This is an optimization exercise on Yosys and OpenROAD, whose aim is small area and a short achievable clock period, not a production implementation. RTL that was checked went through simulation tests only; none was proved equivalent to the original. For runs 1 to 4, only the layout was checked, not whether the RTL still works. Power and IR drop assume default switching activity.

==> design/flow/design.v <==
module wdt(clk, rst, ena, cnt, out_en);
input clk, rst, ena, cnt;
output out_en;
reg [6:0] timer;
reg internal_enable;
reg out_en;
wire timer_top = (timer == 7'd127);
always @(posedge clk) begin
    if(rst) begin
        internal_enable <= 0;
        timer <= 0;
    end
    else if(ena) begin
        internal_enable <= 1;
        timer <= 0;
    end
    else if(cnt && !timer_top) timer <= timer + 7'd1;
end
always @(posedge clk)
    out_en <= rst | ena | ~(internal_enable & (timer_top | (cnt & (timer == 7'd126))));
endmodule
module stepgen(clk, rst, enable, position, velocity, dirtime, steptime, pol, pol_n, stepx, dir, tap, step_n, dir_n);
parameter W=12;
parameter F=10;
parameter T=5;
localparam STATE_STEP = 2'd0;
localparam STATE_DIRCHANGE = 2'd1;
localparam STATE_DIRWAIT = 2'd2;
input clk, rst, enable;
output [W+F-1:0] position;
input [F:0] velocity;
input [T-1:0] dirtime, steptime;
input [1:0] tap;
input pol, pol_n;
output stepx, dir;
reg stepx, dir;
output step_n, dir_n;
reg step_n, dir_n;
reg [T-1:0] timer, timer_n;
reg [1:0] state, state_n;
reg ones, ones_n;
reg [W+F-1:0] P;
reg pinc, pdec;
wire [W-1:0] hi = P[W+F-1:F];
wire [W-1:0] t = hi ^ {W{pdec}};
wire [W-1:0] m;
assign m[0] = pinc | pdec;
genvar k;
generate for (k = 1; k < W; k = k + 1) begin : g_m
	assign m[k] = (pinc | pdec) & (&t[k-1:0]);
end endgenerate
assign position = {hi ^ m, P[F-1:0]};
wire [F:0] lo = {1'b0, P[F-1:0]} + {1'b0, velocity[F-1:0]};
wire step = stepx ^ pol;
wire dbit = velocity[F];
wire pbit = P[F + tap];
wire tz = (timer == 0);
wire c1 = (dir != dbit) && (pbit == ones);
reg upd;
always @* begin
	upd = 1'b0;
	state_n = state;
	timer_n = timer;
	dir_n = dir;
	ones_n = ones;
	step_n = step;
	if(enable) begin
		if(!tz) timer_n = timer - 1'd1;
		if(c1) begin
			if(tz) begin
				timer_n = dirtime;
				if(state == STATE_DIRCHANGE) begin
					dir_n = dbit;
					state_n = STATE_DIRWAIT;
				end else begin
					step_n = 0;
					state_n = STATE_DIRCHANGE;
				end
			end
		end else if(state == STATE_DIRWAIT) begin
			if(tz) state_n = STATE_STEP;
		end else begin
			if(tz) begin
				if(pbit != ones) begin
					ones_n = pbit;
					step_n = 1'd1;
					timer_n = steptime;
				end else begin
					step_n = 0;
				end
			end
			upd = (dir == dbit);
		end
	end
	if(rst) begin
		state_n = STATE_STEP;
		timer_n = 0;
		dir_n = 0;
		ones_n = 0;
		step_n = 0;
	end
end
always @(posedge clk) begin
	state <= state_n;
	timer <= timer_n;
	dir <= dir_n;
	ones <= ones_n;
	stepx <= step_n ^ pol_n;
	if(rst) begin
		P <= 0; pinc <= 0; pdec <= 0;
	end else if(upd) begin
		P[F-1:0] <= lo[F-1:0];
		pinc <= lo[F] & ~velocity[F];
		pdec <= ~lo[F] & velocity[F];
	end else begin
		P <= position; pinc <= 0; pdec <= 0;
	end
end
endmodule
module quad(clk, rst, A, B, Z, c, i);
parameter W=14;
input clk, rst, A, B, Z;
output [W-1:0] c, i;
reg [(W-1):0] c, i;
reg [2:0] Ad, Bd;
reg [2:0] Zc;
always @(posedge clk) Ad <= rst ? 3'b0 : {Ad[1:0], A};
always @(posedge clk) Bd <= rst ? 3'b0 : {Bd[1:0], B};
wire good_one = &Zc;
wire good_zero = ~|Zc;
reg last_good;
wire [2:0] Zc_z0 = good_zero ? Zc : Zc - 3'd1;
wire [2:0] Zc_z1 = good_one ? Zc - 3'd1 : Zc + 3'd1;
wire index_pulse = good_one && !last_good;
wire count_enable = Ad[1] ^ Ad[2] ^ Bd[1] ^ Bd[2];
wire count_direction = Ad[1] ^ Bd[2];
wire [W-1:0] ct = c ^ {W{~count_direction}};
wire [W-1:0] cmask;
assign cmask[0] = 1'b1;
genvar k;
generate for (k = 1; k < W; k = k + 1) begin : g_m
    assign cmask[k] = &ct[k-1:0];
end endgenerate
always @(posedge clk)
if(rst) begin
    Zc <= 0;
    last_good <= 0;
    c <= 0;
    i <= 0;
end else begin
    Zc <= Z ? Zc_z1 : Zc_z0;
    if(good_one) last_good <= 1;
    else if(good_zero) last_good <= 0;
    if(count_enable) c <= c ^ cmask;
    if(index_pulse) i <= c;
end
endmodule
module pluto_spi_stepper(clk, SCK, MOSI, MISO, SSEL, nRESET, out_en, LED, dout, din, step, dir, quadA, quadB, quadZ, up, down);
parameter W=10;
parameter F=11;
parameter T=4;
parameter QW=14;
input clk;
input SCK, SSEL, MOSI, nRESET;
output MISO;
output LED;
input [12:0] din;
input quadA;
input quadB;
input quadZ;
output out_en;
output [13:0] dout;
output [2:0] step;
output [2:0] dir;
output up;
output down;
wire rst = ~nRESET;
reg [10:0] cnt;
wire [10:0] cnt_cy;
assign cnt_cy[0] = 1'b1;
genvar k;
generate for (k = 1; k < 11; k = k + 1) begin : g_cy
    assign cnt_cy[k] = &cnt[k-1:0];
end endgenerate
wire [10:0] cnt_inc = cnt ^ cnt_cy;
wire [10:0] cnt_n = rst ? 11'd0 : cnt_inc;
always @(posedge clk) cnt <= cnt_n;
reg stepcnt, cnt_top;
always @(posedge clk) begin
    stepcnt <= rst | (&cnt[5:0]);
    cnt_top <= ~rst & (cnt == 11'd2046);
end
reg [2:0] SCKr;
always @(posedge clk) SCKr <= rst ? 3'b0 : {SCKr[1:0], SCK};
wire SCK_risingedge = (SCKr[2:1]==2'b01);
wire SCK_fallingedge = (SCKr[2:1]==2'b10);
reg [2:0] SSELr;
always @(posedge clk) SSELr <= rst ? 3'b0 : {SSELr[1:0], SSEL};
wire SSEL_active = ~SSELr[1];
wire SSEL_startmessage = (SSELr[2:1]==2'b10);
reg [2:0] bitcnt;
reg byte_received;
reg [4:0] spibytecnt;
reg [7:0] data_recvd;
reg [7:0] data_sent;
reg [7:0] data_outbuf;
always @(posedge clk) begin
	if(rst) begin
		bitcnt <= 0;
		byte_received <= 0;
		data_sent <= 0;
	end else begin
	if(SSEL_startmessage) begin
		bitcnt <= 3'b000;
	end
	if(SSEL_active) begin
		if(SCK_risingedge) begin
			bitcnt <= bitcnt + 3'b001;
			if(bitcnt==3'b000)
				data_sent <= data_outbuf;
		end
		else if(SCK_fallingedge) begin
			data_sent <= {data_sent[6:0], 1'b0};
		end
		byte_received <= SCK_risingedge && (bitcnt==3'b111);
	end
	end
end
wire sb_inc = SSEL_active & ~SCK_risingedge & SCK_fallingedge & (bitcnt == 3'b000);
wire [4:0] spibytecnt_n = rst ? 5'd0 : sb_inc ? spibytecnt + 5'd1 : SSEL_startmessage ? 5'd0 : spibytecnt;
reg sb_is7;
always @(posedge clk) begin
	spibytecnt <= spibytecnt_n;
	sb_is7 <= (spibytecnt_n == 5'd7);
end
always @(posedge clk)
	if(SSEL_active & SCK_risingedge)
		data_recvd <= {data_recvd[6:0], MOSI};
assign MISO = data_sent[7];
reg [7:0] data_inbuf;
reg [F:0] vel0, vel1, vel2;
reg [15:0] pwm0;
reg [13:0] real_dout;
reg [T-1:0] dirtime, steptime;
reg [1:0] tap;
reg Spolarity, Zpolarity;
wire wr = SSEL_active & byte_received;
wire wr_inbuf = wr & ~spibytecnt[0] & (spibytecnt[4:2] != 3'b011) & ~spibytecnt[4];
wire wr1 = wr & (spibytecnt == 5'd1);
wire wr3 = wr & (spibytecnt == 5'd3);
wire wr5 = wr & (spibytecnt == 5'd5);
wire wr7 = wr & sb_is7;
wire wr9 = wr & (spibytecnt == 5'd9);
wire wr11 = wr & (spibytecnt == 5'd11);
wire wr15 = wr & (spibytecnt == 5'd15);
wire [15:0] rword = {data_recvd, data_inbuf};
wire [15:0] pwm0_n = rst ? 16'd0 : wr7 ? rword : pwm0;
wire Spolarity_n = rst ? 1'b0 : wr11 ? data_inbuf[7] : Spolarity;
always @(posedge clk) begin
	pwm0 <= pwm0_n;
	Spolarity <= Spolarity_n;
	if(rst) begin
		data_inbuf <= 0;
		vel0 <= 0;
		vel1 <= 0;
		vel2 <= 0;
		real_dout <= 0;
		tap <= 0;
		steptime <= 0;
		dirtime <= 0;
		Zpolarity <= 0;
	end else begin
		if(wr_inbuf) data_inbuf <= data_recvd;
		if(wr1) vel0 <= rword[F:0];
		if(wr3) vel1 <= rword[F:0];
		if(wr5) vel2 <= rword[F:0];
		if(wr9) real_dout <= rword[13:0];
		if(wr11) begin
			tap <= data_recvd[7:6];
			steptime <= data_recvd[T-1:0];
			dirtime <= data_inbuf[T-1:0];
		end
		if(wr15) Zpolarity <= data_recvd[7];
	end
end
assign dout = real_dout;
wire [W+F-1:0] pos0, pos1, pos2;
wire step0_n, dir0_n;
wire s1_n, d1_n, s2_n, d2_n;
stepgen #(W,F,T) s0(clk, rst, stepcnt, pos0, vel0, dirtime, steptime, Spolarity, Spolarity_n, step[0], dir[0], tap, step0_n, dir0_n);
stepgen #(W,F,T) s1(clk, rst, stepcnt, pos1, vel1, dirtime, steptime, Spolarity, Spolarity_n, step[1], dir[1], tap, s1_n, d1_n);
stepgen #(W,F,T) s2(clk, rst, stepcnt, pos2, vel2, dirtime, steptime, Spolarity, Spolarity_n, step[2], dir[2], tap, s2_n, d2_n);
reg LED;
always @(posedge clk) LED <= step0_n ^ dir0_n;
wire do_enable_wdt = data_recvd[6] & (spibytecnt == 5'b01001) & byte_received;
wdt w(clk, rst, do_enable_wdt, cnt_top, out_en);
wire [15:0] pwm0_w = wr7 ? rword : pwm0;
wire [10:0] pwmrev_n = {cnt_inc[4], cnt_inc[5], cnt_inc[6], cnt_inc[7], cnt_inc[8], cnt_inc[9], cnt_inc[10], cnt_inc[3:0]};
wire [10:0] pwmcmp_n = pwm0_w[14] ? pwmrev_n : cnt_inc;
wire pwmact_n = pwm0_w[10:0] > pwmcmp_n;
reg up, down;
always @(posedge clk) begin
	up <= ~rst & (pwm0_w[12] ^ (~pwm0_w[15] & pwmact_n));
	down <= ~rst & (pwm0_w[13] ^ (pwm0_w[15] & pwmact_n));
end
wire [QW-1:0] qc, qi;
quad q0(clk, rst, quadA, quadB, quadZ^Zpolarity, qc, qi);
reg [7:0] outbuf_r;
always @* begin
	case(spibytecnt)
	5'd0: outbuf_r = pos0[7:0];
	5'd1: outbuf_r = pos0[15:8];
	5'd2: outbuf_r = pos0[W+F-1:16];
	5'd4: outbuf_r = pos1[7:0];
	5'd5: outbuf_r = pos1[15:8];
	5'd6: outbuf_r = pos1[W+F-1:16];
	5'd8: outbuf_r = pos2[7:0];
	5'd9: outbuf_r = pos2[15:8];
	5'd10: outbuf_r = pos2[W+F-1:16];
	5'd12: outbuf_r = qc[7:0];
	5'd13: outbuf_r = {qi[1:0], qc[13:8]};
	5'd14: outbuf_r = qi[9:2];
	5'd15: outbuf_r = {4'b0, qi[13:10]};
	5'd20, 5'd21, 5'd22, 5'd23, 5'd24, 5'd25, 5'd26, 5'd27,
	5'd28, 5'd29, 5'd30, 5'd31: outbuf_r = {3'b0, spibytecnt};
	default: outbuf_r = 8'b0;
	endcase
end
wire sel_in0 = (spibytecnt == 5'd16);
wire sel_in1 = (spibytecnt == 5'd17);
always @(posedge clk) if(SSEL_active)
	data_outbuf <= outbuf_r | ({8{sel_in0}} & din[7:0]) | ({8{sel_in1}} & {quadA, quadB, quadZ, din[12:8]});
endmodule
==> design/flow/run.sh <==
#!/bin/bash
# synth_recipe.tcl (not shown) runs the flow's synth.tcl, then flattens the netlist and writes it again
# the make line also repeats each setting of config.mk as NAME=value (left out here)
make -C /OpenROAD-flow-scripts/flow DESIGN_CONFIG=/design/flow/config.mk WORK_HOME=/design/flow/orfs CLKGATE_MAP_FILE= SYNTH_SCRIPT=/design/flow/synth_recipe.tcl finish
==> design/flow/config.mk <==
export PLATFORM = sky130hd
export DESIGN_NAME = pluto_spi_stepper
export DESIGN_NICKNAME = pluto_spi_stepper
export VERILOG_FILES = /design/flow/design.v
export SDC_FILE = /design/flow/constraint.sdc
export NUM_CORES = 4
export LEC_CHECK = 0
export CAP_MARGIN = 20
export CORE_MARGIN = 2
export CORE_UTILIZATION = 40
export SETUP_SLACK_MARGIN = 5
export SLEW_MARGIN = 20
==> design/flow/constraint.sdc <==
create_clock -name core_clock -period 8.0 [get_ports {clk}]
set_input_delay 1.6000 -clock core_clock [delete_from_list [all_inputs] [get_ports {clk}]]
set_output_delay 1.6000 -clock core_clock [all_outputs]
set_load 0.01 [all_outputs]
==> results of run 1 <==
## sequential cells by signal, indices dropped and copies added (netlist names), 5 cells and up
name and flops:
q0.i 14, data_outbuf 8, real_dout 14, spibytecnt 5, vel1 12, data_inbuf 8
s0.P 21, s1.P 21, data_sent 8, w.timer 7, q0.c 14, vel2 12
vel0 12, s2.P 21, cnt 11, data_recvd 8, pwm0 15
## worst reg2reg max path, stage by stage, from the launching register on
cell and delay, ns:
dfxtp_2 0.33, ha_2 0.19, nand3_2 0.12, inv_2 0.11
nand3_4 0.10, nor2_4 0.13, ha_4 0.16, xor2_4 0.19
mux2i_1 0.11, ha_1 0.32, o21a_1 0.12, nor2_1 0.05
or3b_2 0.47, a21oi_2 0.12, mux2_2 0.33
## area by class of cell
class | count | area, sq um
flip-flops and latches | 284 | 5860
repair buffers | 62 | 598
multi-input cells | 1350 | 9190
inverters | 43 | 161
clock buffers | 49 | 1010
fillers | 3746 | 20900
well taps | 518 | 648
clock inverters | 11 | 159
## power breakdown
group / internal (uW) / switching (uW) / leakage (uW)
Combinational: 131 / 156 / 0.00397
Clock: 980 / 626 / 0.000571
Sequential: 1470 / 45.5 / 0.00234
## through the flow
stage | setup slack, ns | hold WS, ns | utilization (%)
floorplan | 5.01 | 0.412 | -
global placement | 4.27 | 0.423 | 42.3
detailed placement | 4.08 | 0.427 | 42.3
CTS | 4.95 | 0.447 | 45.4
global route | 4.91 | 0.437 | 45.8
finish | 5.03 | 0.414 | 45.8
## cells by family (layout without fill, tap and decap cells)
kind of cell | Yosys count | count (layout) | share of synthesized area [%]
XOR/XNOR | 112 | 112 | 6.33
multiplexers | 77 | 77 | 5.44
AND/OR/NAND/NOR | 711 | 711 | 23.6
buffers and inverters | 152 | 165 | 3.96
AO/OA/AOI/OAI | 380 | 380 | 17.1
adder cells (fa/ha/maj) | 70 | 70 | 5.80
flip-flops | 284 | 284 | 37.8
## cells in the mapped netlist (all sizes together), types with 8 or more instances
master	count	area, sq um
nor2	69	262
a211oi	10	75.1
or3	18	113
nand2	243	912
nor4	11	68.8
buf	23	129
dfxtp	268	5370
o211a	11	110
clkbuf	86	323
mux2	17	191
nor3b	10	75.1
a21boi	102	781
o21ai	70	358
and2	79	494
mux2i	56	561
nor3	26	130
a22oi	22	165
ha	67	838
nor2b	62	388
nand4	16	100
a21oi	58	294
o21a	8	60.1
a21o	14	105
nand2b	17	106
edfxtp	16	480
and3	17	108
xnor2	74	648
a31oi	10	62.6
xor2	38	333
inv	43	161
nand3	97	485
## what timing repair did
| action | 4_1_cts | 5_1_grt |
|---|---|---|
| setup endpoints to repair | 23 | 9 |
| setup buffers | 0 | 1 |
| pin swaps | 4 | 5 |
| hold buffers | 0 | 0 |
| cloned | 0 | 2 |
| gates resized for setup | 34 | 23 |
## worst max-delay path by stage
stage / start / endpoint / slack (ns)
4_1_cts: cnt[0]$_SDFF_PN0_ / up$_DFF_P_ / 4.95
5_1_grt: cnt[0]$_SDFF_PN0_ / up$_DFF_P_ / 4.91
3_5_place_dp: SSELr[1]$_SDFF_PN0_ / up$_DFF_P_ / 4.08
2_1_floorplan: SSELr[1]$_SDFF_PN0_ / up$_DFF_P_ / 5.01
6_report: cnt[0]$_SDFF_PN0_ / up$_DFF_P_ / 5.03
3_3_place_gp: SSELr[1]$_SDFF_PN0_ / up$_DFF_P_ / 4.27
## per-layer routing
layer	routed length, um	part of all wire [%]	vias to the layer above
li1	-	-	6281
met1	20000	48	6108
met2	18700	45	269
met3	1890	4.6	52
met4	833	2.0	0
met5	0	0	-
==> flow_summary.json, run 1 <==
{
  "core_area_sq_um": 38500,
  "fin_worst_skew_ns": 0.0167,
  "grt_max_degree": 201,
  "fp.dieH_um": 201,
  "syn_inst": 1786,
  "insertion_delay_ns": 0.52,
  "die_w_um": 201,
  "critPathRequiredTime_ns": 8.41,
  "final_area_sq_um": 17600,
  "synth_cell_types": 81,
  "drive_gt1_share_pct": 7.95,
  "num_io_pins": 46,
  "yosysSeqAreaShare_pct": 37.8,
  "worstReg2RegStart": "cnt[0]$_SDFF_PN0_",
  "drtIter0Drc": 947,
  "synthFlopType": "dfxtp_1",
  "max_freq_mhz": 336,
  "outcome": "finished clean",
  "synth_edf_count": 16,
  "met1_usage_pct": 27.5,
  "netlist_area_sq_um": 15500,
  "cts_max_path_buffers": 3,
  "vias_per_cell": 5.49,
  "dieArea_sq_um": 40300,
  "grtUsageTotal_pct": 19.8,
  "root_buffer": "clkbuf_16",
  "initial_core_util_pct": 40.3,
  "crit_buf_inv": 1,
  "clock_sinks": 284,
  "cp_slowest_cell": "or3b_2",
  "tns_ns": 0,
  "crit_chain": "ha_2 > nand3_2 > inv_2 > nand3_4 > nor2_4 > ha_4 > xor2_4 > mux2i_1 > ha_1 > o21a_1 > nor2_1 > or3b_2 > a21oi_2 > mux2_2",
  "power_uw": 3400,
  "final_cell_mix": "dfxtp_1, nand2_1, a21boi_0",
  "final_common_cell": "dfxtp_1",
  "rsz0062_at_grt": "yes",
  "wl_per_cell_um": 17.9,
  "r2r_end": "up$_DFF_P_",
  "place_congestion": 0.862,
  "r2r_cells": 14,
  "avgSynthCellArea_sq_um": 8.67,
  "use_met2_pct": 32.2,
  "grt_overflow": 0,
  "yosysWarnings": 4,
  "hold_viol": 0,
  "port_buffers": 45,
  "max_cap_viol_count": 0,
  "async_flop_share_pct": 0,
  "grt_pass1_vias": 11900,
  "antenna_cells": 0,
  "max-vdd-ir-drop_mv": 0.135,
  "grtUsageMet3_pct": 3.02,
  "worst_slew_pin_slew_ns": 1.11,
  "antenna_found_initial": 0,
  "critPathMaxStageDelay_ns": 0.47,
  "cts.clk_slew.worst_paths_ns": 0.06,
  "grt_pass1_wl_um": 64900,
  "routed_wl_um": 41400,
  "hold_path_class": "register to register",
  "route.detailed.drc": 0,
  "drt-pass1-iter-count": 5,
  "r2r_setup_slack_ns": 5.03,
  "numCtsBuffers": 34,
  "setup.worst_path.end_class": "register",
  "cts_tree": "yes",
  "finalCritPeriodShare_pct": 37.2,
  "critPathLaunchType": "register",
  "worst_hold_path.endpoint": "cnt[0]$_SDFF_PN0_",
  "cp.depth": 14,
  "whs_path_depth": 1,
  "syn_nets": 1877,
  "cp_top_family": "simple AND/OR/NAND/NOR gates",
  "num_vias": 12700,
  "cts.htree.levels": 2,
  "place_area_sq_um": 16300,
  "crit_type": "register to register",
  "cellLeakagePower_uw": 0.00688,
  "fin_cells": 2317,
  "final-setup-viol-count": 0,
  "num_rows": 72,
  "busiest_layer": "met2",
  "ys_ff_latch": 284,
  "period_needed_ns": 2.97,
  "drv_slew": 0,
  "hp-start": "cnt[0]$_SDFF_PN0_",
  "dp.cells": 2254,
  "power.density_nw_per_um2": 193,
  "cp.arrival_ns": 3.38,
  "ant_nets": 0,
  "finalNetCount": 1866,
  "dp_hpwl_um": 28200,
  "area.growth.synth_to_final_pct": 13.8,
  "worst-path-max-fanout": 3,
  "max-slew-margin-rel_pct": 26.0
}
==> run 2, diff against run 1 <==
==> design/flow/flow/run.sh (new file) <==
#!/bin/bash
# Own layout flow: the standard ORFS flow (same synthesis script and
# register mapping), with
#  - an area-oriented ABC script for the gate mapping (flow/abc_area.script),
#  - plain buffers on the ports instead of the delay cells buffer_ports picks.
# Each tool's output goes to a log file in this folder.
set -euo pipefail
W=$PWD
MARGIN=${MARGIN:-5}
# synthesis script: the standard flow's, with abc given our own script
{
  echo "proc abc {args} { set i [lsearch \$args -script]; if {\$i >= 0} { lset args [expr {\$i+1}] $W/flow/abc_area.script }; yosys abc {*}\$args }"
  cat synth_recipe.tcl
} > my_synth.tcl
make -C "$FLOW_HOME" DESIGN_CONFIG=$W/config.mk WORK_HOME=$W/orfs CLKGATE_MAP_FILE= \
  SYNTH_SCRIPT=$W/my_synth.tcl CAP_MARGIN=20 CORE_MARGIN=2 CORE_UTILIZATION=40 SLEW_MARGIN=20 \
  SETUP_SLACK_MARGIN=$MARGIN "BUFFER_PORTS_ARGS=-buffer_cell sky130_fd_sc_hd__buf_2" \
  finish > make_finish.log 2>&1
R=$W/orfs/results/$FLOW_PLATFORM/pluto_spi_stepper/base
: # left out here: write the final layout as DEF
==> design/flow/flow/abc_area.script (new file) <==
strash
&get -n
&fraig -x
&put
scorr
dc2
strash
&get -n
&dch -f
&nf -R 20
&put
topo
dnsize -c
==> design/flow/standard.sh (new file) <==
#!/bin/bash
# synth_recipe.tcl (not shown) runs the flow's synth.tcl, then flattens the netlist and writes it again
# the make line also repeats each setting of config.mk as NAME=value (left out here)
make -C /OpenROAD-flow-scripts/flow DESIGN_CONFIG=/design/flow/config.mk WORK_HOME=/design/flow/orfs CLKGATE_MAP_FILE= SYNTH_SCRIPT=/design/flow/synth_recipe.tcl "${@:-finish}"
--- a/design/flow/config.mk
+++ b/design/flow/config.mk
@@ -8,5 +8,4 @@
 export CAP_MARGIN = 20
 export CORE_MARGIN = 2
 export CORE_UTILIZATION = 40
-export SETUP_SLACK_MARGIN = 5
 export SLEW_MARGIN = 20
removed: design/flow/run.sh
==> run 2 against run 1 <==
Register-to-register slack got worse by 0.16 ns; clock-buffer cell count is 2 lower; maximum frequency fell by 5.1%; design area decreased by 12%; sequential power hardly changed; total power fell by 6.2%; largest power group is now sequential cells.
==> flow_summary.json, run 2 <==
{
  "setup.worst_path.end_class": "register",
  "max_freq_mhz": 319,
  "numCtsBuffers": 30,
  "critPathRequiredTime_ns": 8.45,
  "async_flop_share_pct": 0,
  "reg.largest.list": "s0.P x21, s1.P x21, s2.P x21",
  "drtIter0Drc": 1054,
  "yosysTopAreaCell": "dfxtp_1",
  "route.detailed.drc": 0,
  "antenna_found_initial": 1,
  "power.density_nw_per_um2": 206,
  "dieArea_sq_um": 35000,
  "final-setup-viol-count": 0,
  "drt-pass1-iter-count": 6,
  "grt_max_degree": 85,
  "routed_wl_um": 37300,
  "cp.arrival_ns": 3.58,
  "critPathLaunchType": "register",
  "synth.most_common_cell": "nor2_1",
  "initial_core_util_pct": 40.2,
  "core_area_sq_um": 33300,
  "num_rows": 67,
  "syn_nets": 1629,
  "insertion_delay_ns": 0.57,
  "hold_path_class": "register to register",
  "final_common_cell": "nor2_1",
  "yosysSeqAreaShare_pct": 43.6,
  "p_seq_share_pct": 47.6,
  "cts_tree": "yes",
  "internal-power_uw": 2430,
  "finalNetCount": 1721,
  "seq_area_sq_um": 5860,
  "outcome": "finished clean",
  "period_needed_ns": 3.13,
  "tns_ns": 0,
  "grtUsageTotal_pct": 20.9,
  "place_congestion": 0.932,
  "root_buffer": "clkbuf_16",
  "ant_nets": 0,
  "pwr-share-comb_pct": 7.6,
  "cts.htree.levels": 1,
  "ys_ff_latch": 284,
  "drv_slew": 0,
  "max-slew-margin-rel_pct": 30.2,
  "max-vdd-ir-drop_mv": 0.183,
  "dp_hpwl_um": 26900,
  "clkPwrFrac_pct": 44.8,
  "die_w_um": 187,
  "clock_sinks": 284,
  "fp.dieH_um": 187,
  "num_io_pins": 46,
  "crit_type": "register to register",
  "synth_edf_count": 16,
  "yosysWarnings": 4,
  "vias_per_cell": 5.38,
  "netlist_area_sq_um": 13400,
  "timing.hold.ws_ns": 0.441,
  "grt_pass1_wl_um": 58700,
  "avgSynthCellArea_sq_um": 8.71,
  "r2r_setup_slack_ns": 4.87,
  "syn_inst": 1538,
  "finalCritPeriodShare_pct": 39.2,
  "port_buffers": 45,
  "cts.clk_slew.worst_paths_ns": 0.06,
  "switching_share_pct": 24.0,
  "rsz0062_at_grt": "yes",
  "hold_viol": 0,
  "worst-path-max-fanout": 5,
  "fillers": 3289,
  "synth_cell_types": 56,
  "max_cap_viol_count": 0,
  "cts_max_path_buffers": 3,
  "grt_pass1_vias": 10700,
  "synth_area_leaders": "dfxtp_1, nor2_1, o21ai_0",
  "yosysTopAreaCellShare_pct": 40.1,
  "area.growth.synth_to_final_pct": 15.5,
  "drive_gt1_share_pct": 8.72,
  "wl_per_cell_um": 17.8,
  "synth_common_cells": "nor2_1, dfxtp_1, o21ai_0, nand2_1, a21oi_1",
  "synthFlopType": "dfxtp_1",
  "worst_slew_pin_slew_ns": 1.05,
  "num_vias": 11300,
  "final_cell_mix": "nor2_1, dfxtp_1, o21ai_0",
  "cellLeakagePower_uw": 0.00613,
  "multi_input_area_sq_um": 7460,
  "p_sw_uw": 766,
  "grt_overflow": 0,
  "fin_worst_skew_ns": 0.0124,
  "antenna_cells": 0
}
## run 2: changes by cell type in the layout (fill, tap and decap cells not counted), sizes merged, moves of 43 or more
| cell | delta |
|---|---|
| clkinv | +50 |
| nor2 | +204 |
| nand2 | -128 |
| inv | -43 |
| o21ai | +127 |
| nor2b | -45 |
| nand3 | -71 |
| buf | +49 |
| a21boi | -97 |
## run 2: routing by layer
| metal | vias to the layer above | global-route usage (%) | wire [um] |
|---|---|---|---|
| met5 | - | 0 | 0 |
| met3 | 77 | 2.68 | 2190 |
| met4 | 0 | 7.39 | 1280 |
| li1 | 5632 | - | - |
| met2 | 300 | 35.0 | 17200 |
| met1 | 5294 | 27.8 | 16700 |
## run 2: what timing repair did
item / CTS / global route
hold endpoints to repair: 0 / 0
setup endpoints to repair: 5 / 24
hold buffers: 0 / 0
buffers inserted: 9 / 4
gates cloned: 0 / 0
pin swaps: 5 / 11
resized for setup: 22 / 20
## run 2: logic make-up (layout without fill, tap and decap cells)
family,Yosys count,in the layout,synth area share [%]
compound gates,415,415,18.6
xor+xnor,101,101,6.60
fa+ha+maj,70,70,6.71
buf+inv,60,173,1.85
flops,284,284,43.6
mux,40,40,3.38
simple gates,568,568,19.2
## run 2: critical path: stages (launching register included)
cell and delay, ns:
dfxtp_2 0.33, nor2b_4 0.25, nand2_8 0.10, mux2_1 0.34, ha_1 0.31, a21oi_1 0.13
o21ai_0 0.10, a21oi_1 0.15, nor2b_1 0.06, o21ai_1 0.13, nand2b_1 0.07, a21oi_1 0.12
nor2_1 0.06, a211oi_2 0.21, o21ai_1 0.11, o21ai_2 0.09, nand2b_4 0.15, mux2_4 0.30
## run 2: power by group through the flow
stage	Combinational (uW)	Clock, uW	Sequential [uW]
2_1_floorplan	172	0	1530
3_3_place_gp	231	0	1550
3_5_place_dp	238	0	1550
4_1_cts	241	1450	1520
5_1_grt	279	1510	1520
6_report	244	1430	1520
## run 2: area by class of cell
type,count,area share (%)
multi-input cells,1194,48.2
flip-flops and latches,284,37.9
clock buffers,47,5.79
well taps,448,3.62
repair buffers,66,2.49
inverters,54,1.32
clock inverters,6,0.679
## run 2: worst paths after layout
kind	from	to	depth (start not counted)
setup / recovery	byte_received$_SDFFE_PN0N_	up$_DFF_P_	17
hold / removal	SCKr[0]$_SDFF_PN0_	SCKr[1]$_SDFF_PN0_	1
setup reg to reg	byte_received$_SDFFE_PN0N_	up$_DFF_P_	17
hold reg to reg	SCKr[0]$_SDFF_PN0_	SCKr[1]$_SDFF_PN0_	1
## run 2: metrics by stage
step / cells / instance area (sq um) / util (%) / power [uW] / setup slack, ns
after floorplan: 1538 / 13400 / - / 1700 / 4.91
after global placement: 2033 / 14200 / 42.8 / 1780 / 4.48
final: 2099 / 15500 / 46.5 / 3190 / 4.87
after global routing: 2099 / 15500 / 46.5 / 3310 / 4.68
after detailed placement: 2033 / 14200 / 42.8 / 1780 / 4.45
after CTS: 2095 / 15400 / 46.2 / 3200 / 4.92
==> run 3, diff against run 2 <==
--- a/design/flow/design.v
+++ b/design/flow/design.v
@@ -294,15 +294,42 @@
 always @(posedge clk) LED <= step0_n ^ dir0_n;
 wire do_enable_wdt = data_recvd[6] & (spibytecnt == 5'b01001) & byte_received;
 wdt w(clk, rst, do_enable_wdt, cnt_top, out_en);
-wire [15:0] pwm0_w = wr7 ? rword : pwm0;
 wire [10:0] pwmrev_n = {cnt_inc[4], cnt_inc[5], cnt_inc[6], cnt_inc[7], cnt_inc[8], cnt_inc[9], cnt_inc[10], cnt_inc[3:0]};
-wire [10:0] pwmcmp_n = pwm0_w[14] ? pwmrev_n : cnt_inc;
-wire pwmact_n = pwm0_w[10:0] > pwmcmp_n;
+wire act_h = pwm_gt(pwm0[10:0], pwm0[14] ? pwmrev_n : cnt_inc);
+wire act_w = pwm_gt(rword[10:0], rword[14] ? pwmrev_n : cnt_inc);
+wire up_h = pwm0[12] ^ (~pwm0[15] & act_h);
+wire up_w = rword[12] ^ (~rword[15] & act_w);
+wire down_h = pwm0[13] ^ (pwm0[15] & act_h);
+wire down_w = rword[13] ^ (rword[15] & act_w);
 reg up, down;
 always @(posedge clk) begin
-	up <= ~rst & (pwm0_w[12] ^ (~pwm0_w[15] & pwmact_n));
-	down <= ~rst & (pwm0_w[13] ^ (pwm0_w[15] & pwmact_n));
+	up <= ~rst & (wr7 ? up_w : up_h);
+	down <= ~rst & (wr7 ? down_w : down_h);
 end
+function pwm_gt(input [10:0] a, input [10:0] b);
+	reg [15:0] g, e;
+	reg [7:0] g1, e1;
+	reg [3:0] g2, e2;
+	reg [1:0] g3, e3;
+	integer n;
+	begin
+		g = {5'b0, a & ~b};
+		e = {5'h1f, ~(a ^ b)};
+		for (n = 0; n < 8; n = n + 1) begin
+			g1[n] = g[2*n+1] | (e[2*n+1] & g[2*n]);
+			e1[n] = e[2*n+1] & e[2*n];
+		end
+		for (n = 0; n < 4; n = n + 1) begin
+			g2[n] = g1[2*n+1] | (e1[2*n+1] & g1[2*n]);
+			e2[n] = e1[2*n+1] & e1[2*n];
+		end
+		for (n = 0; n < 2; n = n + 1) begin
+			g3[n] = g2[2*n+1] | (e2[2*n+1] & g2[2*n]);
+			e3[n] = e2[2*n+1] & e2[2*n];
+		end
+		pwm_gt = g3[1] | (e3[1] & g3[0]);
+	end
+endfunction
 wire [QW-1:0] qc, qi;
 quad q0(clk, rst, quadA, quadB, quadZ^Zpolarity, qc, qi);
 reg [7:0] outbuf_r;
==> run 3 against run 2 <==
Cell count up 1.8%; worst setup slack worse by 0.074 ns; design area increased by 1.2%; via count increased by 2.5%; critical path depth is 1 lower; wire length decreased by 0.14%; critical endpoint unchanged; largest cell class unchanged.
==> flow_summary.json, run 3 <==
{
  "wl_per_cell_um": 17.5,
  "r2r_setup_slack_ns": 4.79,
  "dieArea_sq_um": 35500,
  "synth_area_leaders": "dfxtp_1, nor2_1, o21ai_0",
  "synth_common_cells": "nor2_1, dfxtp_1, o21ai_0, a21oi_1, nand2_1",
  "tns_ns": 0,
  "hp-start": "q0.Ad[0]$_SDFF_PN0_",
  "reg.largest.list": "s0.P x21, s1.P x21, s2.P x21",
  "worstReg2RegStart": "cnt[1]$_SDFF_PN0_",
  "synth.most_common_cell": "nor2_1",
  "cts.htree.levels": 2,
  "die_w_um": 188,
  "num_rows": 67,
  "finalNetCount": 1768,
  "async_flop_share_pct": 0,
  "fillers": 3294,
  "num_vias": 11600,
  "r2r_end": "up$_DFF_P_",
  "switching_share_pct": 24.1,
  "insertion_delay_ns": 0.51,
  "max-vdd-ir-drop_mv": 0.127,
  "internal-power_uw": 2430,
  "critPathRequiredTime_ns": 8.41,
  "drt-pass1-iter-count": 6,
  "grt_max_degree": 79,
  "final_cell_mix": "nor2_1, dfxtp_1, o21ai_0",
  "final-setup-viol-count": 0,
  "synth_cell_types": 55,
  "grt_pass1_wl_um": 60200,
  "whs_path_depth": 1,
  "syn_inst": 1581,
  "max-slew-margin-rel_pct": 32.2,
  "synthFlopType": "dfxtp_1",
  "ys_ff_latch": 284,
  "setup.worst_path.end_class": "register",
  "drv_slew": 0,
  "grtUsageTotal_pct": 21.1,
  "rsz0062_at_grt": "yes",
  "hold_path_class": "register to register",
  "yosysTopAreaCellShare_pct": 39.5,
  "avgSynthCellArea_sq_um": 8.60,
  "worst-path-max-fanout": 5,
  "grt_overflow": 0,
  "p_seq_share_pct": 47.2,
  "dp_hpwl_um": 26600,
  "finalCritPeriodShare_pct": 40.1,
  "crit_type": "register to register",
  "max_cap_viol_count": 0,
  "r2r_cells": 16,
  "vias_per_cell": 5.42,
  "hold_viol": 0,
  "antenna_cells": 0,
  "worst_hold_path.endpoint": "q0.Ad[1]$_SDFF_PN0_",
  "outcome": "finished clean",
  "numCtsBuffers": 34,
  "clkPwrFrac_pct": 45.6,
  "dp.cells": 2074,
  "initial_core_util_pct": 40.5,
  "yosysTopAreaCell": "dfxtp_1",
  "route.detailed.drc": 0,
  "yosysSeqAreaShare_pct": 43.0,
  "ant_nets": 0,
  "cts_tree": "yes",
  "period_needed_ns": 3.21,
  "cts.clk_slew.worst_paths_ns": 0.06,
  "critPathLaunchType": "register",
  "routed_wl_um": 37300,
  "power.density_nw_per_um2": 204,
  "drive_gt1_share_pct": 8.29,
  "root_buffer": "clkbuf_16",
  "final_common_cell": "nor2_1",
  "cellLeakagePower_uw": 0.00611,
  "netlist_area_sq_um": 13600,
  "port_buffers": 45,
  "syn_nets": 1681,
  "area.growth.synth_to_final_pct": 15.1,
  "max_freq_mhz": 312,
  "fin_cells": 2136,
  "cts_max_path_buffers": 3,
  "core_area_sq_um": 33500,
  "worst_slew_pin_slew_ns": 1.02,
  "place_congestion": 0.894,
  "drtIter0Drc": 858,
  "cp.arrival_ns": 3.61,
  "antenna_found_initial": 0,
  "grt_pass1_vias": 11000,
  "p_sw_uw": 770,
  "fp.dieH_um": 188,
  "pwr-share-comb_pct": 7.1,
  "clock_sinks": 284,
  "yosysWarnings": 4,
  "synth_edf_count": 16,
  "num_io_pins": 46,
  "fin_worst_skew_ns": 0.0288
}
-- run 3: cell types whose count changed after synthesis, sizes merged, moves of 7 or more --
cell / change
a211oi: -8
a21oi: +11
and2: -12
and3: +8
ha: +9
mux2: -11
nand2: -8
nor2: +20
nor3: +10
o21ai: +14
xnor2: -7
-- run 3: cell type report --
cell class	count	area [sq um]	area share [%]
clock buffers	49	1010	6.44
clock inverters	7	38.8	0.248
inverters	54	203	1.29
multi-input cells	1237	7630	48.8
flip-flops and latches	284	5860	37.5
well taps	448	561	3.58
repair buffers	57	345	2.21
-- run 3: power by group through the flow --
stage          sequential, uW  clock [uW]  combinational, uW
2_1_floorplan            1530           0                159
3_3_place_gp             1540           0                214
3_5_place_dp             1540           0                223
4_1_cts                  1510        1490                227
5_1_grt                  1520        1540                267
6_report                 1510        1460                228
-- run 3: what timing repair did --
action,CTS,global route
buffers inserted,6,0
hold buffers,0,0
endpoints found under the setup margin,52,58
resized for setup,17,30
endpoints found under the hold margin,0,0
pin swaps,5,6
-- run 3: logic make-up after synthesis --
family / count (synthesis) / synth area share [%]
AND/OR/NAND/NOR: 591 / 19.7
multiplexers: 28 / 2.35
AO/OA/AOI/OAI: 441 / 19.4
buffers and inverters: 60 / 1.82
XOR/XNOR: 98 / 6.31
adder cells (fa/ha/maj): 79 / 7.44
flip-flops: 284 / 43.0
-- run 3: worst max-delay path, stage by stage, from the launching register on --
cell	delay, ns
dfxtp_4	0.36
ha_4	0.16
and3_4	0.19
buf_4	0.13
ha_1	0.18
xor2_1	0.36
mux2i_1	0.14
ha_1	0.29
o21ai_1	0.08
nand2b_1	0.08
a21oi_2	0.12
nor2b_1	0.05
o2111ai_1	0.17
nand3_1	0.14
nor2b_2	0.18
or3_1	0.34
and3_1	0.14
-- run 3: how the worst max path moves through the flow --
stage | start | to | depth (start not counted)
after floorplan | cnt[0]$_SDFF_PN0_ | up$_DFF_P_ | 19
after global placement | nRESET | s0.P[7]$_SDFFE_PN0P_ | 5
after detailed placement | nRESET | s0.P[7]$_SDFFE_PN0P_ | 5
after CTS | cnt[0]$_SDFF_PN0_ | up$_DFF_P_ | 19
after global routing | cnt[1]$_SDFF_PN0_ | up$_DFF_P_ | 19
final | cnt[1]$_SDFF_PN0_ | up$_DFF_P_ | 16
-- run 3: per-layer routing --
metal	track usage, %	up-vias	routed length [um]
met2	33.5	283	16500
met5	0	-	0
met4	7.12	0	1070
met3	3.30	68	1950
met1	29.2	5433	17800
li1	-	5799	-
-- run 3: per-stage QoR --
| step | instance area, sq um | hold slack, ns | util [%] | worst slack (ns) | power (uW) |
|---|---|---|---|---|---|
| 5_1_grt | 15700 | 0.448 | 46.7 | 4.58 | 3330 |
| 3_5_place_dp | 14400 | 0.423 | 43.0 | 3.88 | 1760 |
| 2_1_floorplan | 13600 | 0.413 | - | 4.95 | 1690 |
| 4_1_cts | 15600 | 0.436 | 46.5 | 4.75 | 3230 |
| 3_3_place_gp | 14400 | 0.419 | 43.0 | 3.90 | 1750 |
| 6_report | 15700 | 0.432 | 46.7 | 4.79 | 3200 |
==> run 4, diff against run 3 <==
--- a/design/flow/flow/run.sh
+++ b/design/flow/flow/run.sh
@@ -6,7 +6,7 @@
 # Each tool's output goes to a log file in this folder.
 set -euo pipefail
 W=$PWD
-MARGIN=${MARGIN:-5}
+MARGIN=5.3
 # synthesis script: the standard flow's, with abc given our own script
 {
   echo "proc abc {args} { set i [lsearch \$args -script]; if {\$i >= 0} { lset args [expr {\$i+1}] $W/flow/abc_area.script }; yosys abc {*}\$args }"
==> run 4 against run 3 <==
Worst hold slack better by 0.0030 ns; area after synthesis stayed put; worst setup slack better by 0.030 ns; critical path depth stayed put; total power is 3.8% higher; register-to-register slack better by 0.03 ns; global-route usage is 0.13 points lower; sequential power hardly changed; non-clock buffer count is 10 higher.
==> flow_summary.json, run 4 <==
{
  "outcome": "finished clean",
  "wl_per_cell_um": 17.5,
  "max_freq_mhz": 315,
  "period_needed_ns": 3.18,
  "synth_area_leaders": "dfxtp_1, nor2_1, o21ai_0",
  "place_congestion": 0.854,
  "final-setup-viol-count": 0,
  "finalNetCount": 1778,
  "worst_hold_path.endpoint": "SSELr[1]$_SDFF_PN0_",
  "crit_chain": "ha_4 > and3_4 > buf_4 > ha_1 > xor2_1 > mux2i_1 > ha_1 > o21ai_1 > nand2b_1 > a21oi_2 > nor2b_1 > o2111ai_1 > nand3_1 > nor2b_2 > or3_1 > and3_1",
  "area.growth.synth_to_final_pct": 18.0,
  "port_buffers": 45,
  "cp-startpoint": "cnt[0]$_SDFF_PN0_",
  "num_vias": 11700,
  "fillers": 3244,
  "avgSynthCellArea_sq_um": 8.60,
  "hold_viol": 0,
  "critPathRequiredTime_ns": 8.40,
  "fin_worst_skew_ns": 0.0279,
  "hp-start": "SSELr[0]$_SDFF_PN0_",
  "vias_per_cell": 5.43,
  "num_io_pins": 46,
  "cp_top_family": "simple AND/OR/NAND/NOR gates",
  "grt_pass1_vias": 10800,
  "cellLeakagePower_uw": 0.00624,
  "num_rows": 67,
  "crit_buf_inv": 1,
  "die_w_um": 188,
  "final_util_pct": 47.8,
  "synth_cell_types": 55,
  "initial_core_util_pct": 40.5,
  "fp.dieH_um": 188,
  "worst-path-max-fanout": 5,
  "antenna_cells": 0,
  "worstReg2RegStart": "cnt[0]$_SDFF_PN0_",
  "grt_pass1_wl_um": 59500,
  "hold_path_class": "register to register",
  "cts.clk_slew.worst_paths_ns": 0.06,
  "synthFlopType": "dfxtp_1",
  "ctsHoldBuffers": 0,
  "rsz0062_at_grt": "yes",
  "numCtsBuffers": 34,
  "setup.worst_path.end_class": "register",
  "r2r_cells": 16,
  "insertion_delay_ns": 0.52,
  "cp.arrival_ns": 3.57,
  "final_cell_mix": "nor2_1, dfxtp_1, o21ai_0",
  "synth_edf_count": 16,
  "cts_max_path_buffers": 3,
  "whs_path_depth": 1,
  "power.density_nw_per_um2": 207,
  "reg.largest.list": "s0.P x21, s1.P x21, s2.P x21",
  "r2r_setup_slack_ns": 4.82,
  "syn_inst": 1581,
  "max-vdd-ir-drop_mv": 0.114,
  "yosysWarnings": 4,
  "cts_tree": "yes",
  "finalCritPeriodShare_pct": 39.7,
  "synth_common_cells": "nor2_1, dfxtp_1, o21ai_0, a21oi_1, nand2_1",
  "r2r_end": "up$_DFF_P_",
  "root_buffer": "clkbuf_16",
  "ys_ff_latch": 284,
  "drv_slew": 0,
  "drive_gt1_share_pct": 11.6,
  "netlist_area_sq_um": 13600,
  "dp_hpwl_um": 26700,
  "tns_ns": 0,
  "antenna_found_initial": 0,
  "dieArea_sq_um": 35500,
  "syn_nets": 1681,
  "critPathMaxStageDelay_ns": 0.36,
  "grt_max_degree": 100,
  "crit_type": "register to register",
  "synth.most_common_cell": "nor2_1",
  "max-slew-margin-rel_pct": 43.5,
  "cp_slowest_cell": "dfxtp_4",
  "routed_wl_um": 37700,
  "core_area_sq_um": 33500,
  "cts.htree.levels": 2,
  "final_common_cell": "nor2_1",
  "critPathLaunchType": "register",
  "yosysTopAreaCell": "dfxtp_1",
  "worst_slew_pin_slew_ns": 0.845,
  "max_cap_viol_count": 0,
  "async_flop_share_pct": 0,
  "clock_sinks": 284,
  "cpMostUsedCell": "ha_1",
  "yosysTopAreaCellShare_pct": 39.5,
  "grtUsageTotal_pct": 21.0,
  "yosysSeqAreaShare_pct": 43.0,
  "grt_overflow": 0,
  "drt-pass1-iter-count": 8,
  "drtIter0Drc": 865,
  "ant_nets": 0,
  "route.detailed.drc": 0
}
-- run 4: cell types whose count changed in the layout (fill, tap and decap cells not counted), moves of 5 or more --
cell     change
buf_4       +10
a21oi_2     +10
a21oi_1     -10
nor2_1       -5
o21ai_0      -7
-- run 4: repair_timing --
item,4_1_cts,5_1_grt
buffers inserted,8,9
endpoints found under the setup margin,90,56
pin swaps,5,24
gates resized for setup,29,77
-- run 4: worst max path at each step --
stage / end / slack [ns] / cells past startpoint
detailed placement: s1.P[5]$_SDFFE_PN0P_ / 4.49 / 4
CTS: up$_DFF_P_ / 4.85 / 16
global route: up$_DFF_P_ / 4.66 / 19
global placement: s0.P[7]$_SDFFE_PN0P_ / 4.57 / 4
finish: up$_DFF_P_ / 4.82 / 16
floorplan: up$_DFF_P_ / 5.02 / 19
-- run 4: stage by stage --
step / setup slack, ns / area [sq um] / total power, uW / cells / hold slack [ns]
floorplan: 5.02 / 13700 / 1690 / 1581 / 0.413
global placement: 4.57 / 14500 / 1750 / 2073 / 0.416
detailed placement: 4.49 / 14500 / 1760 / 2073 / 0.427
CTS: 4.85 / 15700 / 3350 / 2141 / 0.442
global route: 4.66 / 16000 / 3450 / 2150 / 0.448
finish: 4.82 / 16000 / 3320 / 2150 / 0.435
-- run 4: logic make-up after synthesis --
group / after synthesis / share of synthesized area (%)
simple gates: 591 / 19.7
mux: 28 / 2.35
xor+xnor: 98 / 6.31
buf+inv: 60 / 1.82
flops: 284 / 43.0
fa+ha+maj: 79 / 7.44
compound gates: 441 / 19.4
-- run 4: area by class of cell --
type | instances | area (sq um) | share of cell area, %
flip-flops and latches | 284 | 5880 | 36.6
inverters | 54 | 213 | 1.33
repair buffers | 67 | 410 | 2.56
multi-input cells | 1237 | 7840 | 48.9
well taps | 448 | 561 | 3.49
clock inverters | 13 | 170 | 1.06
clock buffers | 47 | 971 | 6.05
-- run 4: worst register-to-register path, cell delays in order, from the launching register on --
cell       delay [ns]
dfxtp_4          0.36
ha_4             0.16
and3_4           0.19
buf_4            0.13
ha_1             0.19
xor2_1           0.34
mux2i_1          0.14
ha_1             0.29
o21ai_1          0.08
nand2b_1         0.08
a21oi_2          0.11
nor2b_1          0.05
o2111ai_1        0.20
nand3_1          0.11
nor2b_2          0.16
or3_1            0.34
and3_1           0.14
-- run 4: metal layers --
layer / global-route usage [%] / wire length (um) / up-vias
li1: - / - / 5832
met4: 6.49 / 1060 / 0
met3: 3.33 / 2250 / 67
met2: 33.1 / 16900 / 313
met5: 0 / 0 / -
met1: 29.5 / 17500 / 5466
-- run 4: power by group --
group	switching [uW]	total (uW)	internal [uW]
Combinational	139	229	90.2
Clock	604	1580	977
Sequential	41.5	1510	1470
==> run 5, diff against run 4 <==
--- a/design/flow/design.v
+++ b/design/flow/design.v
@@ -175,20 +175,18 @@
 output up;
 output down;
 wire rst = ~nRESET;
-reg [10:0] cnt;
-wire [10:0] cnt_cy;
-assign cnt_cy[0] = 1'b1;
+reg [10:0] pc;
+wire [10:0] pc_cy;
+assign pc_cy[0] = 1'b1;
 genvar k;
 generate for (k = 1; k < 11; k = k + 1) begin : g_cy
-    assign cnt_cy[k] = &cnt[k-1:0];
+    assign pc_cy[k] = &pc[k-1:0];
 end endgenerate
-wire [10:0] cnt_inc = cnt ^ cnt_cy;
-wire [10:0] cnt_n = rst ? 11'd0 : cnt_inc;
-always @(posedge clk) cnt <= cnt_n;
+always @(posedge clk) pc <= rst ? 11'd1 : pc ^ pc_cy;
 reg stepcnt, cnt_top;
 always @(posedge clk) begin
-    stepcnt <= rst | (&cnt[5:0]);
-    cnt_top <= ~rst & (cnt == 11'd2046);
+    stepcnt <= rst | (pc[5:0] == 6'd0);
+    cnt_top <= ~rst & (pc == 11'd2047);
 end
 reg [2:0] SCKr;
 always @(posedge clk) SCKr <= rst ? 3'b0 : {SCKr[1:0], SCK};
@@ -294,9 +292,9 @@
 always @(posedge clk) LED <= step0_n ^ dir0_n;
 wire do_enable_wdt = data_recvd[6] & (spibytecnt == 5'b01001) & byte_received;
 wdt w(clk, rst, do_enable_wdt, cnt_top, out_en);
-wire [10:0] pwmrev_n = {cnt_inc[4], cnt_inc[5], cnt_inc[6], cnt_inc[7], cnt_inc[8], cnt_inc[9], cnt_inc[10], cnt_inc[3:0]};
-wire act_h = pwm_gt(pwm0[10:0], pwm0[14] ? pwmrev_n : cnt_inc);
-wire act_w = pwm_gt(rword[10:0], rword[14] ? pwmrev_n : cnt_inc);
+wire [10:0] pwmrev_n = {pc[4], pc[5], pc[6], pc[7], pc[8], pc[9], pc[10], pc[3:0]};
+wire act_h = pwm_gt(pwm0[10:0], pwm0[14] ? pwmrev_n : pc);
+wire act_w = pwm_gt(rword[10:0], rword[14] ? pwmrev_n : pc);
 wire up_h = pwm0[12] ^ (~pwm0[15] & act_h);
 wire up_w = rword[12] ^ (~rword[15] & act_w);
 wire down_h = pwm0[13] ^ (pwm0[15] & act_h);
--- a/design/flow/flow/run.sh
+++ b/design/flow/flow/run.sh
@@ -6,7 +6,7 @@
 # Each tool's output goes to a log file in this folder.
 set -euo pipefail
 W=$PWD
-MARGIN=5.3
+MARGIN=5.2
 # synthesis script: the standard flow's, with abc given our own script
 {
   echo "proc abc {args} { set i [lsearch \$args -script]; if {\$i >= 0} { lset args [expr {\$i+1}] $W/flow/abc_area.script }; yosys abc {*}\$args }"
==> run 5 against run 4 <==
Clock skew down 0.012 ns; critical path depth down 11; register-to-register slack improved by 0.54 ns; via count rose by 0.29%; critical endpoint is now data_outbuf[5]$_DFFE_PN_.
==> flow_summary.json, run 5 <==
{
  "synth.most_common_cell": "nor2_1",
  "num_vias": 11700,
  "fp.dieH_um": 188,
  "cp-startpoint": "din[5]",
  "ctsHoldBuffers": 0,
  "port_buffers": 45,
  "cts.htree.levels": 2,
  "synthFlopType": "dfxtp_1",
  "max_cap_viol_count": 0,
  "die_w_um": 188,
  "wl_per_cell_um": 16.9,
  "outcome": "finished clean",
  "async_flop_share_pct": 0,
  "worst_slew_pin_slew_ns": 0.995,
  "cp.arrival_ns": 2.90,
  "switching_share_pct": 24.5,
  "drive_gt1_share_pct": 8.66,
  "synth_cell_types": 58,
  "timing.hold.ws_ns": 0.430,
  "synth_common_cells": "nor2_1, dfxtp_1, o21ai_0, nand2_1, a21oi_1",
  "grt_max_degree": 77,
  "grt_pass1_wl_um": 58300,
  "hold_path_class": "register to register",
  "grt_pass1_vias": 10800,
  "final_cell_mix": "nor2_1, dfxtp_1, o21ai_0",
  "insertion_delay_ns": 0.51,
  "worst_hold_path.endpoint": "pc[0]$_SDFF_PN1_",
  "clock_sinks": 284,
  "num_io_pins": 46,
  "r2r_setup_slack_ns": 5.36,
  "antenna_found_initial": 0,
  "grtUsageTotal_pct": 20.4,
  "avgSynthCellArea_sq_um": 8.56,
  "p_sw_uw": 816,
  "whs_path_depth": 1,
  "syn_inst": 1591,
  "yosysTopAreaCellShare_pct": 39.4,
  "cts.clk_slew.worst_paths_ns": 0.06,
  "setup.worst_path.end_class": "register",
  "num_rows": 67,
  "reg.largest.list": "s0.P x21, s1.P x21, s2.P x21",
  "crit_chain": "buf_2 > a222oi_1 > nand2_1 > a221oi_1 > o211ai_1",
  "route.detailed.drc": 0,
  "final_util_pct": 46.9,
  "yosysSeqAreaShare_pct": 42.9,
  "worstReg2RegStart": "s2.P[1]$_SDFFE_PN0P_",
  "yosysWarnings": 4,
  "finalNetCount": 1784,
  "drt-pass1-iter-count": 5,
  "routed_wl_um": 36500,
  "finalCritPeriodShare_pct": 33.7,
  "hp-start": "pc[0]$_SDFF_PN1_",
  "grt_overflow": 0,
  "core_area_sq_um": 33500,
  "critPathRequiredTime_ns": 8.20,
  "rsz0062_at_grt": "yes",
  "fin_worst_skew_ns": 0.0162,
  "cts_max_path_buffers": 3,
  "fillers": 3331,
  "drtIter0Drc": 795,
  "critPathLaunchType": "input pin",
  "place_congestion": 0.870,
  "final_common_cell": "nor2_1",
  "fin_cells": 2157,
  "p_seq_share_pct": 45.8,
  "cellLeakagePower_uw": 0.00611,
  "antenna_cells": 0,
  "synth_edf_count": 16,
  "cts_tree": "yes",
  "synth_area_leaders": "dfxtp_1, o21ai_0, nor2_1",
  "max-slew-margin-rel_pct": 33.5,
  "root_buffer": "clkbuf_16",
  "critPathMaxStageDelay_ns": 0.46,
  "power.density_nw_per_um2": 212,
  "vias_per_cell": 5.43,
  "worst-path-max-fanout": 1,
  "drv_slew": 0,
  "dp.cells": 2087,
  "ant_nets": 0,
  "max_freq_mhz": 371,
  "tns_ns": 0,
  "area.growth.synth_to_final_pct": 15.6,
  "yosysTopAreaCell": "dfxtp_1",
  "dieArea_sq_um": 35500,
  "cp_slowest_cell": "a221oi_1",
  "numCtsBuffers": 34,
  "final-setup-viol-count": 0,
  "clkPwrFrac_pct": 45.5,
  "r2r_cells": 14,
  "ys_ff_latch": 284,
  "max-vdd-ir-drop_mv": 0.123,
  "initial_core_util_pct": 40.6,
  "crit_type": "input pin to register",
  "internal-power_uw": 2520,
  "period_needed_ns": 2.70,
  "dp_hpwl_um": 25800,
  "netlist_area_sq_um": 13600,
  "syn_nets": 1691,
  "pwr-share-comb_pct": 8.7,
  "hold_viol": 0,
  "power_uw": 3330,
  "r2r_end": "s2.pdec$_SDFF_PN0_"
}
[run 5: cell count changes after synthesis, moves of 6 or more]
| cell | delta |
|---|---|
| a21oi_1 | -20 |
| a31oi_1 | +7 |
| and2_0 | +7 |
| and3_1 | -8 |
| clkinv_1 | +11 |
| nand2_1 | +22 |
| nand3_1 | +11 |
| nor2_1 | -16 |
| nor3_1 | -10 |
| o21a_1 | +6 |
| o21ai_0 | +10 |
| xnor2_1 | +18 |
| xor2_1 | -21 |
[run 5: cells by family (layout without fill, tap and decap cells)]
group | Yosys count | in the layout | share of synthesized area (%)
AOI/OAI and AO/OA | 447 | 447 | 19.7
xor gates and xnor gates | 95 | 95 | 6.11
adders and majority gates | 79 | 79 | 7.43
buffers and inverters | 71 | 189 | 2.12
DFF | 284 | 284 | 42.9
muxes | 26 | 26 | 2.21
and+or+nand+nor | 589 | 589 | 19.5
[run 5: cell type report]
| cell class | instances | area [sq um] | share of cell area [%] |
|---|---|---|---|
| clock buffer | 47 | 983 | 6.25 |
| clock inverter | 14 | 115 | 0.732 |
| inverter | 65 | 244 | 1.55 |
| multi-input combinational | 1236 | 7590 | 48.2 |
| sequential | 284 | 5870 | 37.3 |
| tap | 448 | 561 | 3.56 |
| timing repair buffer | 63 | 380 | 2.42 |
[run 5: critical path, delay by kind of cell]
| family | cells | cell delay (ns) |
|---|---|---|
| AOI/OAI and AO/OA | 3 | 1.05 |
| and+or+nand+nor | 1 | 0.14 |
| buffers and inverters | 1 | 0.11 |
[run 5: stage by stage]
step / setup slack [ns] / area (sq um)
finish: 5.30 / 15700
global route: 5.14 / 15700
CTS: 5.18 / 15600
detailed placement: 4.42 / 14400
global placement: 4.45 / 14400
floorplan: 5.22 / 13600
[run 5: what timing repair did]
action	4_1_cts	5_1_grt
gates resized for setup	9	47
pin swaps	2	9
setup buffers	0	9
gates cloned	0	0
setup endpoints to repair	32	25
[run 5: worst max-delay path by stage]
stage	to	slack, ns
after floorplan	data_outbuf[4]$_DFFE_PN_	5.22
after global placement	s1.P[6]$_SDFFE_PN0P_	4.45
after detailed placement	s1.P[6]$_SDFFE_PN0P_	4.42
after CTS	q0.c[13]$_SDFFE_PN0P_	5.18
after global routing	s0.P[10]$_SDFFE_PN0P_	5.14
final	data_outbuf[5]$_DFFE_PN_	5.30
[run 5: power by group through the flow]
| stage | Clock, uW | Combinational [uW] | Sequential [uW] |
|---|---|---|---|
| 2_1_floorplan | 0 | 209 | 1540 |
| 3_3_place_gp | 0 | 278 | 1550 |
| 3_5_place_dp | 0 | 285 | 1560 |
| 4_1_cts | 1550 | 288 | 1530 |
| 5_1_grt | 1600 | 335 | 1530 |
| 6_report | 1520 | 291 | 1530 |
[run 5: metal layers]
| metal | routed length, um | GRT usage (%) | part of all wire (%) |
|---|---|---|---|
| met1 | 17000 | 27.6 | 47 |
| met2 | 17400 | 34.8 | 48 |
| met3 | 1440 | 2.50 | 4.0 |
| met4 | 610 | 4.63 | 1.7 |
| met5 | 0 | 0 | 0 |
==> run 6, diff against run 5 <==
--- a/design/flow/flow/run.sh
+++ b/design/flow/flow/run.sh
@@ -13,7 +13,7 @@
   cat synth_recipe.tcl
 } > my_synth.tcl
 make -C "$FLOW_HOME" DESIGN_CONFIG=$W/config.mk WORK_HOME=$W/orfs CLKGATE_MAP_FILE= \
-  SYNTH_SCRIPT=$W/my_synth.tcl CAP_MARGIN=20 CORE_MARGIN=2 CORE_UTILIZATION=40 SLEW_MARGIN=20 \
+  SYNTH_SCRIPT=$W/my_synth.tcl CAP_MARGIN=20 CORE_MARGIN=2 CORE_UTILIZATION=55 SLEW_MARGIN=20 \
   SETUP_SLACK_MARGIN=$MARGIN "BUFFER_PORTS_ARGS=-buffer_cell sky130_fd_sc_hd__buf_2" \
   finish > make_finish.log 2>&1
 R=$W/orfs/results/$FLOW_PLATFORM/pluto_spi_stepper/base
==> run 6 against run 5 <==
Sequential share of layout area grew 0.84 points; total power fell by 4.7%; wire length is 2.4% lower; first-iteration DRC count up 21%; critical path type is now register to register.
==> flow_summary.json, run 6 <==
{
  "route.detailed.drc": 0,
  "netlist_area_sq_um": 13600,
  "numCtsBuffers": 31,
  "max-slew-margin-rel_pct": 25.4,
  "wl_met2_um": 16300,
  "yosysTopAreaCell": "dfxtp_1",
  "grt_overflow": 0,
  "place_congestion": 0.865,
  "syn_nets": 1691,
  "timing.hold.ws_ns": 0.437,
  "antenna_found_initial": 0,
  "ys_ff_latch": 284,
  "r2r_end": "data_outbuf[3]$_DFFE_PN_",
  "cts.clk_slew.worst_paths_ns": 0.06,
  "max-vdd-ir-drop_mv": 0.187,
  "hp-start": "pc[0]$_SDFF_PN1_",
  "synth_xor_area_share_pct": 6.11,
  "grtUsageTotal_pct": 26.7,
  "max_freq_mhz": 368,
  "core_area_sq_um": 24300,
  "finalCritPeriodShare_pct": 34.0,
  "synth_edf_count": 16,
  "critPathLaunchType": "register",
  "worst_slew_pin_slew_ns": 1.12,
  "hold_viol": 0,
  "power.density_nw_per_um2": 206,
  "final_cell_mix": "nor2_1, dfxtp_1, o21ai_0",
  "power_uw": 3180,
  "top_layer_used": "met4",
  "wl_met3_um": 1790,
  "port_buffers": 45,
  "dieArea_sq_um": 26000,
  "final_area_sq_um": 15400,
  "fin_worst_skew_ns": 0.0197,
  "crit_type": "register to register",
  "num_rows": 57,
  "synth_cell_types": 58,
  "root_buffer": "clkbuf_16",
  "synth_common_cells": "nor2_1, dfxtp_1, o21ai_0, nand2_1, a21oi_1",
  "die_w_um": 161,
  "reg.largest.list": "s0.P x21, s1.P x21, s2.P x21",
  "cellLeakagePower_uw": 0.00601,
  "vias_per_cell": 5.75,
  "synth_top_family_by_area": "compound AO/OA/AOI/OAI gates",
  "final-setup-viol-count": 0,
  "yosysWarnings": 4,
  "drive_gt1_share_pct": 8.50,
  "drt-pass1-iter-count": 5,
  "dp_hpwl_um": 25100,
  "seq_area_sq_um": 5870,
  "final_common_cell": "nor2_1",
  "synth_fa_ha_area_share_pct": 7.43,
  "multi_input_area_sq_um": 7580,
  "worstReg2RegStart": "spibytecnt[0]$_DFF_P_",
  "insertion_delay_ns": 0.57,
  "grt_pass1_wl_um": 56300,
  "worst-path-max-fanout": 6,
  "r2r_cells": 8,
  "drv_slew": 0,
  "hold_path_class": "register to register",
  "cp-startpoint": "spibytecnt[0]$_DFF_P_",
  "tns_ns": 0,
  "rsz0062_at_grt": "yes",
  "routed_wl_um": 35600,
  "max_cap_viol_count": 0,
  "ant_nets": 0,
  "finalNetCount": 1772,
  "cts.htree.levels": 1,
  "fillers": 2130,
  "synth.most_common_cell": "nor2_1",
  "cp.arrival_ns": 3.02,
  "grt_pass1_vias": 10700,
  "synth_area_leaders": "dfxtp_1, o21ai_0, nor2_1",
  "synthMuxAreaShare_pct": 2.21,
  "setup.worst_path.end_class": "register",
  "cts_max_path_buffers": 3,
  "critPathRequiredTime_ns": 8.30,
  "r2r_setup_slack_ns": 5.28,
  "cts_tree": "yes",
  "worst_hold_path.endpoint": "pc[0]$_SDFF_PN1_",
  "async_flop_share_pct": 0,
  "period_needed_ns": 2.72,
  "synthFlopType": "dfxtp_1",
  "antenna_cells": 0,
  "syn_inst": 1591,
  "synth_compound_area_share_pct": 19.7,
  "initial_core_util_pct": 56.0,
  "grt_max_degree": 84,
  "met1Wirelength_um": 16600,
  "yosysSeqAreaShare_pct": 42.9,
  "whs_path_depth": 1,
  "outcome": "finished clean",
  "synthSimpleGateAreaFrac_pct": 19.5,
  "place_area_sq_um": 14200,
  "num_vias": 11600,
  "drtIter0Drc": 959,
  "fp.dieH_um": 161,
  "yosysTopAreaCellShare_pct": 39.4,
  "num_io_pins": 46,
  "avgSynthCellArea_sq_um": 8.56,
  "wl_per_cell_um": 17.6,
  "clock_sinks": 284,
  "area.growth.synth_to_final_pct": 13.1
}
-- run 6: changes by cell type in the layout (fill, tap and decap cells not counted), moves of 2 or more --
cell / previous run / this run
buf_4: 16 / 7
clkbuf_16: 37 / 31
clkbuf_8: 3 / 9
clkinv_1: 68 / 62
o21ai_1: 10 / 5
o21ai_2: 0 / 3
bufinv_16: 2 / 0
clkinv_2: 5 / 7
o21ai_0: 211 / 213
-- run 6: area by class of cell --
| type | count | share of cell area, % |
|---|---|---|
| Clock inverter | 8 | 0.301 |
| Multi-Input combinational cell | 1236 | 49.3 |
| Tap cell | 324 | 2.63 |
| Timing Repair Buffer | 54 | 2.07 |
| Sequential cell | 284 | 38.1 |
| Clock buffer | 47 | 6.02 |
| Inverter | 65 | 1.59 |
-- run 6: cells by family after synthesis --
group	after synthesis
compound gates	447
xor+xnor	95
fa+ha+maj	79
buf+inv	71
flops	284
mux	26
simple gates	589
-- run 6: report_power, final --
part | leakage [uW] | total [uW] | internal [uW] | switching (uW)
sequential | 0.00234 | 1530 | 1480 | 52.7
combinational | 0.00319 | 283 | 116 | 167
clock | 0.000483 | 1360 | 790 | 574
total | 0.00601 | 3180 | 2380 | 794
-- run 6: routing by layer --
| metal | up-vias | GRT usage, % |
|---|---|---|
| li1 | 5822 | - |
| met1 | 5479 | 37.8 |
| met4 | 0 | 7.43 |
| met3 | 55 | 3.18 |
| met2 | 252 | 43.3 |
| met5 | - | 0 |
-- run 6: what timing repair did --
| action | CTS | global route |
|---|---|---|
| hold buffers | 0 | 0 |
| buffers inserted | 0 | 3 |
| gates resized for setup | 10 | 49 |
| pin swaps | 3 | 15 |
| setup endpoints to repair | 14 | 24 |
-- run 6: per-stage QoR --
stage               instances  utilization [%]  setup slack [ns]
CTS                      2015             62.7              5.19
global placement         1960             58.6              4.47
finish                   2018             63.3              5.28
global route             2018             63.3              5.14
floorplan                1591                -              5.22
detailed placement       1960             58.6              4.45
-- run 6: how the worst max path moves through the flow --
stage / to / depth (start not counted)
detailed placement: sb_is7$_DFF_P_ / 6
global route: s1.P[10]$_SDFFE_PN0P_ / 14
floorplan: data_outbuf[4]$_DFFE_PN_ / 6
global placement: sb_is7$_DFF_P_ / 6
finish: data_outbuf[3]$_DFFE_PN_ / 8
CTS: q0.c[13]$_SDFFE_PN0P_ / 9
-- run 6: worst max-delay path, stage by stage (launching register included) --
cell,delay (ns)
dfxtp_4,0.36
ha_1,0.24
and3_1,0.21
ha_1,0.28
a222oi_1,0.42
nand3_1,0.20
a221oi_1,0.29
o211ai_1,0.18
a211o_1,0.27

-- re-timing with driven ports --
Ports are ideal in the flow. The routed layouts listed here were re-timed in OpenROAD. Step 1 sets driving cells, clkbuf_16 on the clock port and buf_2 on the other inputs (assumed; they add their load-dependent delay and slew). Step 2 times the ports against the registers' clock, not the clock port: input delays grow and output delays shrink by t, the midpoint of the rising clock arrivals with the driver on. Slacks: ideal / step 1 / step 2; pairs: ideal / step 1.
| run | t, ns | setup WS [ns] | hold WS [ns] | worst register clock-pin slew, ns | worst slew at a driven data input, ns |
|---|---|---|---|---|---|
| run 1 | 0.566 | 5.027 / 4.984 / 4.697 | 0.414 / 0.414 / 0.414 | 0.07 / 0.07 | 0.04 |
| run 2 | 0.607 | 4.866 / 4.866 / 4.535 | 0.441 / 0.441 / 0.441 | 0.06 / 0.06 | 0.03 |
| run 3 | 0.553 | 4.792 / 4.792 / 4.693 | 0.432 / 0.432 / 0.432 | 0.06 / 0.06 | 0.04 |
| run 4 | 0.556 | 4.822 / 4.822 / 4.822 | 0.435 / 0.435 / 0.435 | 0.06 / 0.06 | 0.03 |
| run 5 | 0.555 | 5.304 / 5.308 / 4.779 | 0.430 / 0.430 / 0.430 | 0.06 / 0.06 | 0.04 |
| run 6 | 0.606 | 5.279 / 5.271 / 4.821 | 0.437 / 0.437 / 0.437 | 0.07 / 0.07 | 0.04 |
After both steps every run listed still meets setup and hold. For run 5, which loses most, drivers alone change the setup slack by +0.004 ns; drivers and shift together by -0.525 ns.
